Context: an optimization exercise on an open-source flow, tuned for small area and a short achievable clock period. The choices shown serve that exercise and are no tape-out recipe. RTL that was checked went through simulation tests only; none was proved equivalent to the original. The RTL of run 2 was laid out without a check of its function. No activity file was given, so power comes from the tool's default toggle rates.

File: design/flow/flow/run.sh
#!/bin/bash
# Standard synthesis, then the standard layout steps, with the port buffers
# started as sky130_fd_sc_hd__buf_1 (timing repair resizes them as needed).
set -euo pipefail
bash standard.sh synth > synth_make.log 2>&1
export BUFFER_PORTS_ARGS="-buffer_cell sky130_fd_sc_hd__buf_1"
bash standard.sh finish > finish_make.log 2>&1
File: design/flow/standard.sh
#!/bin/bash
# synth_recipe.tcl (not shown) runs the flow's synth.tcl, then flattens the netlist and writes it again
# the make line also repeats each setting of config.mk as NAME=value (left out here)
make -C /OpenROAD-flow-scripts/flow DESIGN_CONFIG=/design/flow/config.mk WORK_HOME=/design/flow/orfs CLKGATE_MAP_FILE= SYNTH_SCRIPT=/design/flow/synth_recipe.tcl "${@:-finish}"
File: design/flow/config.mk
export PLATFORM = sky130hd
export DESIGN_NAME = TopModule
export DESIGN_NICKNAME = TopModule
export VERILOG_FILES = /design/flow/design.v
export SDC_FILE = /design/flow/constraint.sdc
export NUM_CORES = 4
export LEC_CHECK = 0
export CAP_MARGIN = 20
export CORE_MARGIN = 2
export CORE_UTILIZATION = 60
export CTS_CLUSTER_DIAMETER = 120
export CTS_CLUSTER_SIZE = 22
export SETUP_SLACK_MARGIN = 4.4
export SLEW_MARGIN = 20
File: design/flow/constraint.sdc
create_clock -name core_clock -period 7.0 [get_ports {clk}]
set_input_delay 1.4000 -clock core_clock [delete_from_list [all_inputs] [get_ports {clk}]]
set_output_delay 1.4000 -clock core_clock [all_outputs]
set_load 0.01 [all_outputs]
File: design/flow/design.v
`timescale 1ns / 1ps
module mul_csa (
    input  [7:0] A,
    input  [9:2] A3,
    input  [7:0] B,
    output [15:0] s,
    output [14:0] t
);
    wire [9:0] a1 = {2'b0, A};
    wire [9:0] a2 = {1'b0, A, 1'b0};
    wire [9:0] p0, p1, p2, p3;
    wire [1:0] d0 = B[1:0];
    assign p0 = ({10{d0 == 2'd1}} & a1) | ({10{d0 == 2'd2}} & a2) |
                ({10{d0 == 2'd3}} & {A3, A[1] ^ A[0], A[0]});
    wire [1:0] d1 = B[3:2];
    assign p1 = ({10{d1 == 2'd1}} & a1) | ({10{d1 == 2'd2}} & a2) |
                ({10{d1 == 2'd3}} & {A3, A[1] ^ A[0], A[0]});
    wire [1:0] d2 = B[5:4];
    assign p2 = ({10{d2 == 2'd1}} & a1) | ({10{d2 == 2'd2}} & a2) |
                ({10{d2 == 2'd3}} & {A3, A[1] ^ A[0], A[0]});
    wire [1:0] d3 = B[7:6];
    assign p3 = ({10{d3 == 2'd1}} & a1) | ({10{d3 == 2'd2}} & a2) |
                ({10{d3 == 2'd3}} & {A3, A[1] ^ A[0], A[0]});
    wire hs0 = p0[6] ^ p1[4];
    wire hc0 = p0[6] & p1[4];
    wire fs0 = p0[7] ^ p1[5] ^ p2[3];
    wire fc0 = (p0[7] & p1[5]) | (p0[7] & p2[3]) | (p1[5] & p2[3]);
    wire fs1 = p0[8] ^ p1[6] ^ p2[4];
    wire fc1 = (p0[8] & p1[6]) | (p0[8] & p2[4]) | (p1[6] & p2[4]);
    wire fs2 = p0[9] ^ p1[7] ^ p2[5];
    wire fc2 = (p0[9] & p1[7]) | (p0[9] & p2[5]) | (p1[7] & p2[5]);
    wire hs1 = p1[8] ^ p2[6];
    wire hc1 = p1[8] & p2[6];
    wire hs2 = p1[9] ^ p2[7];
    wire hc2 = p1[9] & p2[7];
    wire hs3 = p0[4] ^ p1[2];
    wire hc3 = p0[4] & p1[2];
    wire fs3 = p0[5] ^ p1[3] ^ p2[1];
    wire fc3 = (p0[5] & p1[3]) | (p0[5] & p2[1]) | (p1[3] & p2[1]);
    wire fs4 = p2[2] ^ p3[0] ^ hs0;
    wire fc4 = (p2[2] & p3[0]) | (p2[2] & hs0) | (p3[0] & hs0);
    wire fs5 = p3[1] ^ hc0 ^ fs0;
    wire fc5 = (p3[1] & hc0) | (p3[1] & fs0) | (hc0 & fs0);
    wire fs6 = p3[2] ^ fc0 ^ fs1;
    wire fc6 = (p3[2] & fc0) | (p3[2] & fs1) | (fc0 & fs1);
    wire fs7 = p3[3] ^ fc1 ^ fs2;
    wire fc7 = (p3[3] & fc1) | (p3[3] & fs2) | (fc1 & fs2);
    wire fs8 = p3[4] ^ hs1 ^ fc2;
    wire fc8 = (p3[4] & hs1) | (p3[4] & fc2) | (hs1 & fc2);
    wire fs9 = p3[5] ^ hc1 ^ hs2;
    wire fc9 = (p3[5] & hc1) | (p3[5] & hs2) | (hc1 & hs2);
    wire fs10 = p2[8] ^ p3[6] ^ hc2;
    wire fc10 = (p2[8] & p3[6]) | (p2[8] & hc2) | (p3[6] & hc2);
    wire hs4 = p2[9] ^ p3[7];
    wire hc4 = p2[9] & p3[7];
    assign s[0] = p0[0];
    assign s[1] = p0[1];
    assign s[2] = p0[2];
    assign s[3] = p0[3];
    assign s[4] = p2[0];
    assign s[5] = hc3;
    assign s[6] = fc3;
    assign s[7] = fc4;
    assign s[8] = fc5;
    assign s[9] = fc6;
    assign s[10] = fc7;
    assign s[11] = fs9;
    assign s[12] = fs10;
    assign s[13] = hs4;
    assign s[14] = p3[8];
    assign s[15] = p3[9];
    assign t[0] = 1'b0;
    assign t[1] = 1'b0;
    assign t[2] = p1[0];
    assign t[3] = p1[1];
    assign t[4] = hs3;
    assign t[5] = fs3;
    assign t[6] = fs4;
    assign t[7] = fs5;
    assign t[8] = fs6;
    assign t[9] = fs7;
    assign t[10] = fs8;
    assign t[11] = fc8;
    assign t[12] = fc9;
    assign t[13] = fc10;
    assign t[14] = hc4;
endmodule
module pe (
    input clk,
    input [2:0] a,
    input [1:0] r,
    input [7:0] in1,
    input [7:0] filter,
    output reg [15:0] pe_out
);
    reg [7:0] A, B;
    reg [9:2] A3;      
    reg [15:0] cs;
    reg [14:4] ct;
    reg cc;
    wire [15:0] ms;
    wire [14:0] mt;
    mul_csa mul (.A(A), .A3(A3), .B(B), .s(ms), .t(mt));
    wire [8:0] in3 = in1[7:1] + in1;    
    reg [15:0] xs;
    reg [14:0] xt;
    always @(*) begin
        case (a)
            3'b000: begin xs = {{(16-8){1'b0}}, A};  xt = {{(15-8){1'b0}}, B}; end
            3'b001: begin xs = ms;                     xt = mt; end
            3'b010: begin xs = {{(16-8){1'b0}}, A & B}; xt = 0; end
            3'b011: begin xs = {{(16-8){1'b0}}, A | B}; xt = 0; end
            3'b100: begin xs = {{(16-8){1'b0}}, ~A}; xt = 0; end
            default: begin xs = {{(16-8){1'b0}}, ~B}; xt = 0; end
        endcase
    end
    wire [4:0] lo_mul = ms[3:0] + mt[3:0];
    wire [4:0] lo_add = A[3:0] + B[3:0];
    wire [4:0] lo = (a == 3'b001) ? lo_mul : (a == 3'b000) ? lo_add : {1'b0, xs[3:0]};
    wire [15:4] hi = cs[15:4] + ct + cc;
    always @(posedge clk) begin
        if (r == 2'b00) begin
            A <= in1;
            A3 <= in3[8:1];
            B <= filter;
        end
        if (r == 2'b01)
            pe_out <= {hi, cs[3:0]};
        if (~(a[2] & a[1])) begin
            cs <= {xs[15:4], lo[3:0]};
            ct <= xt[14:4];
            cc <= lo[4];
        end
    end
endmodule
module TopModule (
    input clk,
    input [31:0] global_data,
    input [7:0] global_control,
    input [11:0] global_control2,
    input [31:0] global_filter,
    output [63:0] global_output
);
    genvar i;
    generate
        for (i = 0; i < 4; i = i + 1) begin : PE_INST
            pe pe_inst (
                .clk(clk),
                .a(global_control2[3*i +: 3]),
                .r(global_control[2*i +: 2]),
                .in1(global_data[8*i +: 8]),
                .filter(global_filter[8*i +: 8]),
                .pe_out(global_output[16*i +: 16])
            );
        end
    endgenerate
endmodule
==> results by group, run 1 <==
Status
  – Outcome: timing/DRC/antenna clean

Worst hold path
  – Worst min path class: flip-flop to flip-flop
  – Worst hold start: PE_INST[3].pe_inst.cs[0]

Clocking
  – CTS Root Buffer Type: clkbuf_16
  – CTS sink count: ~270
  – Clock-pin transition on the worst setup and hold timing paths: approximately 0.080 ns
  – Clock Latency Late Sink: 0.50 ns
  – H-tree Lvls: 1
  – CTS max path bufs: 3
  – CTS Buf Count: 16
  – CTS tree: yes
  – CTS Hold Bufs: 0

Power and ir drop
  – Int Pwr: roughly 0.0029 W
  – Pwr/cell area: a little under 200 nW/um^2
  – Comb power frac: 0.254
  – Pleak: approximately 8.3 nW
  – Maximum vdd ir drop: about 0.24 mV
  – Seq pwr share: 0.516
  – Switching Share: 0.296
  – Total power: 0.00406 W
  – Clk pwr share: 0.230
  – NetSw: between 0.001 and 0.0015 W

Final layout
  – Diodes inserted: 0
  – Fin cells: between 2000 and 2500
  – Final net count: 2172
  – Share of cells above drive strength 1: 0.103
  – P&R area growth vs syn: 10.1%
  – Design Area, Final: 20500 um^2
  – # fillers: 2409

Logic synthesis
  – Cell Area, Synth: about 19000 um^2
  – Ranking of synthesized cells by area: edfxtp_1 44%, ha_1 8.7%, fa_1 6.9%
  – Number of synthesized flops with an enable pin: ~270
  – Post-synth cell types: 62
  – Synth Warn #: 1
  – Avg Cell Area, Syn: around 10 um^2
  – Primary FF master, synth: edfxtp_1
  – Post-synth top cells: 272 x edfxtp_1, 190 x nand2_1, 149 x nor2_1
  – Syn Nets: about 2100
  – Post-synthesis sequential area ratio: 0.439
  – Synth Instances: around 1800
  – Dominant cell type by area after synthesis: edfxtp_1
  – Yosys reg bits: around 270
  – Synth top area share: 0.439
  – Fraction of registers with async set/reset: 0
  – Most common cell in the synthesized netlist: edfxtp_1

Detailed routing
  – Vias/cell: around 5.9
  – Antenna-violating nets left: 0
  – Pre-Repair DR Iteration Count: 6
  – First DRT Iteration DRCs: just over 900
  – Drt drc: 0
  – Routed wire length: a little under 40000 um
  – Post-DR wirelength/cell: ~17 um
  – Via count: between 10000 and 15000

Die
  – Die Ht: approximately 180 um
  – Core area: ~30000 um^2
  – Cell Rows: 64
  – Die ar.: ~32000 um^2
  – Die Width: 180 um
  – Initial Util: 0.609
  – IO Count: 149

Timing
  – Setup TNS: 0 ns
  – Hold_ws: between 0.4 and 0.5 ns
  – Hold Fails Final Rpt: 0
  – RSZ-0062 raised after global routing: true
  – Final setup vio count: 0
  – Worst slew margin: 0.488
  – Max frequency: approximately 400 MHz
  – Period utilisation layout: 0.365
  – Min Tclk post-route: 2.56 ns
  – Slew Viols, Final: 0
  – Worst slew pin tran: approximately 0.77 ns
  – Clock skew: between 0.015 and 0.02 ns

Critical path
  – Critical path class: flip-flop to primary output
  – Buf+Inv Stages, Crit Path: 1
  – Required @ worst endpoint: between 5 and 6 ns
  – Max FO, Critical Path: 1
  – CP max-delay cell: edfxtp_1
  – Worst Setup SP: PE_INST[2].pe_inst.pe_out[0]
  – Delay of the slowest critical-path stage: ~0.48 ns
  – Reg-to-reg startpoint: PE_INST[0].pe_inst.B[0]
  – Critical path, cell by cell: buf_1
  – Crit path launch type: flip-flop
  – Worst R2R Setup Slack: between 4 and 5 ns
  – Crit path max-delay family: flip-flops
  – Critical Path Sink Type: primary output
  – Arrival time of the worst setup path: between 1 and 1.5 ns

Global route
  – Largest net degree at the start of global routing: 39
  – Global Route Usage Sum: 0.242
  – Global-route wire length before repair: 65500 um
  – Vias in the first global route: approximately 13000
  – Total grt overflow: 0
  – Initial antenna violation count: 0

Placement
  – Post-DP Area: approximately 20000 um^2
  – HPWL after DPL: 29100 um
  – PortBufs: ~150
  – Placed cells: ~2200
  – GPL Wtd Cong: ~0.93

Run
  – Max_cap viols: 0
-- layout make-up --
cell class	count	area, um^2	share of cell area
Tap cell	396	495	0.0242
Inverter	127	492	0.0240
Clock buffer	17	425	0.0208
Multi-Input combinational cell	1274	9860	0.482
Sequential cell	272	8170	0.399
Timing Repair Buffer	203	998	0.0488
Clock inverter	1	16.3	0.000795
-- flip-flops by register name, summed over array words and instances (netlist names) --
register / count
PE_INST.pe_inst.pe_out: 64
PE_INST.pe_inst.A: 32
PE_INST.pe_inst.ct: 44
PE_INST.pe_inst.B: 32
PE_INST.pe_inst.cs: 64
PE_INST.pe_inst.A3: 32
PE_INST.pe_inst.cc: 4
-- routing by layer --
| layer | part of all wire | GRT usage | up-vias | routed length, um |
|---|---|---|---|---|
| li1 | - | - | 6605 | - |
| met4 | 0.021 | 0.0559 | 0 | 818 |
| met5 | 0 | 0 | - | 0 |
| met3 | 0.050 | 0.0296 | 50 | 1990 |
| met2 | 0.50 | 0.423 | 366 | 19600 |
| met1 | 0.43 | 0.326 | 6443 | 17100 |
-- path summary, 6_finish.rpt --
check                                                     to  cells after the start
worst max-delay path                       global_output[32]                      1
worst min-delay path            PE_INST[3].pe_inst.pe_out[0]                      0
worst max register to register      PE_INST[0].pe_inst.ct[7]                      7
worst min register to register  PE_INST[3].pe_inst.pe_out[0]                      0
-- power by group through the flow --
stage	combinational (W)	sequential, W	clock (W)
after floorplan	0.000773	0.00207	0
after CTS	0.00100	0.00210	0.000963
final	0.00103	0.00210	0.000935
after global placement	0.000933	0.00216	0
after detailed placement	0.000958	0.00216	0
after global routing	0.00116	0.00211	0.00102
-- kinds of logic (layout without fill, tap and decap cells) --
kind of cell    count (synthesis)  in the layout  synth area share
simple gates                  475            475             0.112
compound gates                426            426             0.151
flops                         272            272             0.439
buf+inv                       231            348            0.0484
fa+ha+maj                     194            194             0.156
mux                           108            108            0.0599
xor+xnor                       71             71            0.0335
-- layout by cell type (no fill, tap or decap), types with 24 or more instances in the layout --
| cell | instances |
|---|---|
| a21oi_1 | 101 |
| a22oi_1 | 25 |
| and3_1 | 25 |
| buf_1 | 131 |
| buf_4 | 55 |
| edfxtp_1 | 272 |
| fa_1 | 60 |
| ha_1 | 121 |
| inv_1 | 118 |
| mux2_2 | 26 |
| mux2i_1 | 82 |
| nand2_1 | 185 |
| nand3_1 | 29 |
| nor2_1 | 135 |
| nor2b_1 | 27 |
| o21ai_0 | 94 |
| o21ai_1 | 24 |
| xnor2_1 | 36 |
| xor2_1 | 35 |
-- metrics by stage --
stage               setup slack [ns]   util
finish                          4.44  0.671
global route                    4.31  0.671
CTS                             4.31  0.662
detailed placement              3.70  0.641
global placement                3.75  0.641
floorplan                       4.27      -
-- what timing repair did --
item / CTS / global route
pin swaps: 0 / 6
setup buffers: 25 / 21
setup endpoints to repair: 69 / 88
resized for setup: 7 / 41
==> inputs of run 2 (changes only) <==
--- a/design/flow/design.v
+++ b/design/flow/design.v
@@ -1,7 +1,7 @@
 `timescale 1ns / 1ps
 module mul_csa (
     input  [7:0] A,
-    input  [9:2] A3,
+    input  [9:3] A3,
     input  [7:0] B,
     output [15:0] s,
     output [14:0] t
@@ -11,16 +11,16 @@
     wire [9:0] p0, p1, p2, p3;
     wire [1:0] d0 = B[1:0];
     assign p0 = ({10{d0 == 2'd1}} & a1) | ({10{d0 == 2'd2}} & a2) |
-                ({10{d0 == 2'd3}} & {A3, A[1] ^ A[0], A[0]});
+                ({10{d0 == 2'd3}} & {A3, A[2] ^ (A[1] & ~A[0]), A[1] ^ A[0], A[0]});
     wire [1:0] d1 = B[3:2];
     assign p1 = ({10{d1 == 2'd1}} & a1) | ({10{d1 == 2'd2}} & a2) |
-                ({10{d1 == 2'd3}} & {A3, A[1] ^ A[0], A[0]});
+                ({10{d1 == 2'd3}} & {A3, A[2] ^ (A[1] & ~A[0]), A[1] ^ A[0], A[0]});
     wire [1:0] d2 = B[5:4];
     assign p2 = ({10{d2 == 2'd1}} & a1) | ({10{d2 == 2'd2}} & a2) |
-                ({10{d2 == 2'd3}} & {A3, A[1] ^ A[0], A[0]});
+                ({10{d2 == 2'd3}} & {A3, A[2] ^ (A[1] & ~A[0]), A[1] ^ A[0], A[0]});
     wire [1:0] d3 = B[7:6];
     assign p3 = ({10{d3 == 2'd1}} & a1) | ({10{d3 == 2'd2}} & a2) |
-                ({10{d3 == 2'd3}} & {A3, A[1] ^ A[0], A[0]});
+                ({10{d3 == 2'd3}} & {A3, A[2] ^ (A[1] & ~A[0]), A[1] ^ A[0], A[0]});
     wire hs0 = p0[6] ^ p1[4];
     wire hc0 = p0[6] & p1[4];
     wire fs0 = p0[7] ^ p1[5] ^ p2[3];
@@ -33,12 +33,12 @@
     wire hc1 = p1[8] & p2[6];
     wire hs2 = p1[9] ^ p2[7];
     wire hc2 = p1[9] & p2[7];
-    wire hs3 = p0[4] ^ p1[2];
-    wire hc3 = p0[4] & p1[2];
+    wire hs3 = p0[4] ^ p2[0];
+    wire hc3 = p0[4] & p2[0];
     wire fs3 = p0[5] ^ p1[3] ^ p2[1];
     wire fc3 = (p0[5] & p1[3]) | (p0[5] & p2[1]) | (p1[3] & p2[1]);
-    wire fs4 = p2[2] ^ p3[0] ^ hs0;
-    wire fc4 = (p2[2] & p3[0]) | (p2[2] & hs0) | (p3[0] & hs0);
+    wire fs4 = p3[0] ^ hs0 ^ p2[2];
+    wire fc4 = (p3[0] & hs0) | (p3[0] & p2[2]) | (hs0 & p2[2]);
     wire fs5 = p3[1] ^ hc0 ^ fs0;
     wire fc5 = (p3[1] & hc0) | (p3[1] & fs0) | (hc0 & fs0);
     wire fs6 = p3[2] ^ fc0 ^ fs1;
@@ -55,9 +55,9 @@
     wire hc4 = p2[9] & p3[7];
     assign s[0] = p0[0];
     assign s[1] = p0[1];
-    assign s[2] = p0[2];
+    assign s[2] = p1[0];
     assign s[3] = p0[3];
-    assign s[4] = p2[0];
+    assign s[4] = hs3;
     assign s[5] = hc3;
     assign s[6] = fc3;
     assign s[7] = fc4;
@@ -71,9 +71,9 @@
     assign s[15] = p3[9];
     assign t[0] = 1'b0;
     assign t[1] = 1'b0;
-    assign t[2] = p1[0];
+    assign t[2] = p0[2];
     assign t[3] = p1[1];
-    assign t[4] = hs3;
+    assign t[4] = p1[2];
     assign t[5] = fs3;
     assign t[6] = fs4;
     assign t[7] = fs5;
@@ -94,7 +94,7 @@
     output reg [15:0] pe_out
 );
     reg [7:0] A, B;
-    reg [9:2] A3;      
+    reg [9:3] A3;      
     reg [15:0] cs;
     reg [14:4] ct;
     reg cc;
@@ -121,7 +121,7 @@
     always @(posedge clk) begin
         if (r == 2'b00) begin
             A <= in1;
-            A3 <= in3[8:1];
+            A3 <= in3[8:2];
             B <= filter;
         end
         if (r == 2'b01)
--- a/design/flow/config.mk
+++ b/design/flow/config.mk
@@ -8,7 +8,7 @@
 export CAP_MARGIN = 20
 export CORE_MARGIN = 2
 export CORE_UTILIZATION = 60
-export CTS_CLUSTER_DIAMETER = 120
-export CTS_CLUSTER_SIZE = 22
+export CTS_CLUSTER_DIAMETER = 150
+export CTS_CLUSTER_SIZE = 28
 export SETUP_SLACK_MARGIN = 4.4
 export SLEW_MARGIN = 20
==> run 2 against run 1 <==
  * Setup slack worse by 0.014 ns
  * Final cell count fell by 0.96%
  * Final area is 0.78% lower
  * Count of clock-buffer cells in the layout is 4 lower
  * Core utilization grew 0.89 points
  * Flip-flop and latch count shrank 4
  * Sequential power decreased by 2%
  * Largest power group unchanged
==> results by group, run 2 <==
Status
  – Outcome: timing/DRC/antenna clean

Critical path
  – Arrival time of the worst setup path: 2.83 ns
  – CP max-delay cell: edfxtp_1
  – Max FO, Critical Path: 9
  – Critical Path Sink Type: flip-flop
  – WP depth: 7
  – Worst R2R Setup Slack: 4.43 ns
  – Critical R2R Capture: PE_INST[0].pe_inst.ct[7]
  – Worst Setup SP: PE_INST[0].pe_inst.B[0]
  – Reg2Reg Depth: 7
  – Delay of the slowest critical-path stage: just under 0.6 ns
  – Critical path, cell by cell: nor2_2 -> a21oi_1 -> fa_1 -> inv_1 -> fa_1 -> mux2i_1 -> nor2_1
  – Most used cell along the critical path: fa_1
  – Required @ worst endpoint: between 7 and 8 ns
  – Crit path max-delay family: adder cells
  – Reg-to-reg startpoint: PE_INST[0].pe_inst.B[0]
  – Critical path class: flip-flop to flip-flop
  – Buf+Inv Stages, Crit Path: 1
  – CP Capture Point: PE_INST[0].pe_inst.ct[7]
  – Crit path launch type: flip-flop

Power and ir drop
  – Pleak: 8.17 nW
  – Pwr/cell area: around 190 nW/um^2
  – Total power: approximately 0.004 W
  – Maximum vdd ir drop: 0.139 mV

Final layout
  – Commonest non-fill, non-tap cells in the layout: 268 x edfxtp_1, 151 x nand2_1, 151 x nor2_1
  – Share of cells above drive strength 1: 0.113
  – P&R area growth vs syn: 10.8%
  – Most common cell after layout, fill and taps aside: edfxtp_1
  – Fin util: 0.679
  – Biggest regs: PE_INST.pe_inst.cs: 64 flops, PE_INST.pe_inst.pe_out: 64 flops, PE_INST.pe_inst.ct: 44 flops
  – Fin cells: about 2300
  – Final net count: 2158

Clocking
  – Clock Latency Late Sink: 0.50 ns
  – CTS Hold Bufs: 0
  – CTS Buf Count: 13
  – CTS tree: yes
  – Clock-pin transition on the worst setup and hold timing paths: approximately 0.11 ns
  – H-tree Lvls: 1
  – CTS max path bufs: 3
  – CTS Root Buffer Type: clkbuf_16
  – CTS sink count: about 270

Global route
  – Initial antenna violation count: 1
  – Largest net degree at the start of global routing: 36
  – Global-route wire length before repair: roughly 63000 um
  – Vias in the first global route: between 10000 and 15000
  – Total grt overflow: 0
  – Global Route Usage Sum: 0.244

Timing
  – Hold_ws: about 0.43 ns
  – Hold Fails Final Rpt: 0
  – Slew Viols, Final: 0
  – Max frequency: roughly 390 MHz
  – Worst slew pin tran: approximately 1.0 ns
  – RSZ-0062 raised after global routing: true
  – Period utilisation layout: 0.367
  – Final setup vio count: 0
  – Setup TNS: 0 ns
  – Min Tclk post-route: 2.57 ns
  – Worst slew margin: 0.305
  – Clock skew: roughly 0.02 ns

Logic synthesis
  – Synth Instances: ~1700
  – Post-synthesis sequential area ratio: 0.439
  – Avg Cell Area, Syn: ~11 um^2
  – Synth top area share: 0.439
  – Synth Warn #: 1
  – Primary FF master, synth: edfxtp_1
  – Fraction of registers with async set/reset: 0
  – Dominant cell type by area after synthesis: edfxtp_1
  – Most common cell in the synthesized netlist: edfxtp_1
  – Ranking of synthesized cells by area: edfxtp_1 44%, ha_1 9.2%, fa_1 6.6%
  – Syn Nets: around 2000
  – Number of synthesized flops with an enable pin: between 200 and 300
  – Yosys reg bits: about 270
  – Post-synth top cells: 268 x edfxtp_1, 164 x nor2_1, 155 x nand2_1
  – Post-synth cell types: 61
  – Cell Area, Synth: approximately 18000 um^2

Worst hold path
  – Hold depth: 0
  – Worst min path class: flip-flop to flip-flop
  – Worst hold start: PE_INST[3].pe_inst.cs[2]

Detailed routing
  – Routed wire length: around 39000 um
  – Pre-Repair DR Iteration Count: 6
  – Via count: 13400
  – Vias/cell: between 5 and 6
  – Drt drc: 0
  – Post-DR wirelength/cell: approximately 17 um
  – Antenna-violating nets left: 0
  – First DRT Iteration DRCs: between 1000 and 1500

Run
  – Max_cap viols: 0

Die
  – Die Ht: approximately 180 um
  – Die ar.: between 30000 and 40000 um^2
  – Die Width: about 180 um
  – Initial Util: 0.613
  – Core area: 29900 um^2
  – Cell Rows: 63
  – IO Count: between 100 and 150

Placement
  – Placed cells: roughly 2200
  – GPL Wtd Cong: between 0.9 and 1
  – HPWL after DPL: ~28000 um
  – PortBufs: ~150
-- run 2: timing repair --
action	4_1_cts	5_1_grt
buffers inserted	32	49
gates cloned	0	0
pin swaps	0	4
endpoints found under the setup margin	55	29
gates resized for setup	24	18
-- run 2: report_power, final --
part / leakage [nW] / switching (W) / total (W) / internal, W
clock: 0.167 / 0.000478 / 0.000820 / 0.000341
sequential: 2.69 / 0.000111 / 0.00206 / 0.00195
combinational: 5.31 / 0.000594 / 0.00106 / 0.000466
total: 8.17 / 0.00118 / 0.00394 / 0.00276
-- run 2: cell families after synthesis --
kind of cell               count (synthesis)  share of synthesized area
and+or+nand+nor                          458                      0.110
AOI/OAI and AO/OA                        415                      0.151
DFF                                      268                      0.439
buffers and inverters                    214                     0.0445
adders and majority gates                205                      0.163
muxes                                    104                     0.0596
xor gates and xnor gates                  69                     0.0330
-- run 2: worst reg2reg max path, delay by kind of cell (launching register included) --
family / cells / cell delay [ns]
buffers and inverters: 1 / 0.06
muxes: 1 / 0.15
DFF: 1 / 0.59
AOI/OAI and AO/OA: 1 / 0.14
and+or+nand+nor: 2 / 0.44
adders and majority gates: 2 / 0.97
-- run 2: layout make-up --
cell class / count / area, um^2
multi-input cells: 1251 / 9720
fillers: 2370 / 9580
flip-flops and latches: 268 / 8050
repair buffers: 239 / 1300
well taps: 390 / 488
inverters: 105 / 402
clock buffers: 13 / 325
clock inverters: 1 / 16.3
diodes: 1 / 2.50
-- run 2: worst min path at each step --
stage                                   end  slack (ns)
2_1_floorplan  PE_INST[0].pe_inst.pe_out[0]        0.40
3_3_place_gp   PE_INST[3].pe_inst.pe_out[2]        0.40
3_5_place_dp   PE_INST[0].pe_inst.pe_out[0]        0.41
4_1_cts        PE_INST[3].pe_inst.pe_out[2]        0.43
5_1_grt        PE_INST[1].pe_inst.pe_out[2]        0.44
6_report       PE_INST[3].pe_inst.pe_out[2]        0.43
-- run 2: per-layer routing --
| metal | GRT usage | vias to the layer above | wire length (um) |
|---|---|---|---|
| li1 | - | 6563 | - |
| met2 | 0.421 | 430 | 19100 |
| met1 | 0.330 | 6336 | 16800 |
| met3 | 0.0227 | 64 | 2200 |
| met5 | 0 | - | 0 |
| met4 | 0.0664 | 0 | 954 |
-- run 2: per-stage QoR --
| stage | cell area [um^2] | worst slack (ns) |
|---|---|---|
| floorplan | 18500 | 4.35 |
| global placement | 19200 | 3.66 |
| detailed placement | 19200 | 3.59 |
| CTS | 19800 | 4.30 |
| global route | 20300 | 4.30 |
| finish | 20300 | 4.43 |

## separate check: timing with driven ports
The results above use ideal ports. As a check the final layouts listed here were re-extracted and re-timed, cells and wires unchanged. Step 1, drivers: a clkbuf_16 drives clk and a buf_2 each remaining input, both assumed. Step 2 adds t to the input delays and takes it off the output delays; t is the mean of the earliest and latest rising clock arrival at the registers after step 1. Input paths then give back, and output paths get back, about the clock's delay inside the block. Three values: ideal ports, drivers, drivers and shift; two values: the first two.
run | shift t [ns] | setup slack, ns | latest minus earliest clock arrival (ns) | slew at the worst register clock pin (ns)
run 1 | 0.547 | 4.445 / 4.391 / 3.964 | 0.021 / 0.020 | 0.09 / 0.09
run 2 | 0.544 | 4.430 / 4.430 / 3.981 | 0.022 / 0.022 | 0.11 / 0.11
After both steps every run listed still meets setup and hold. For run 1, which loses most, drivers alone change the setup slack by -0.054 ns; drivers and shift together by -0.481 ns.
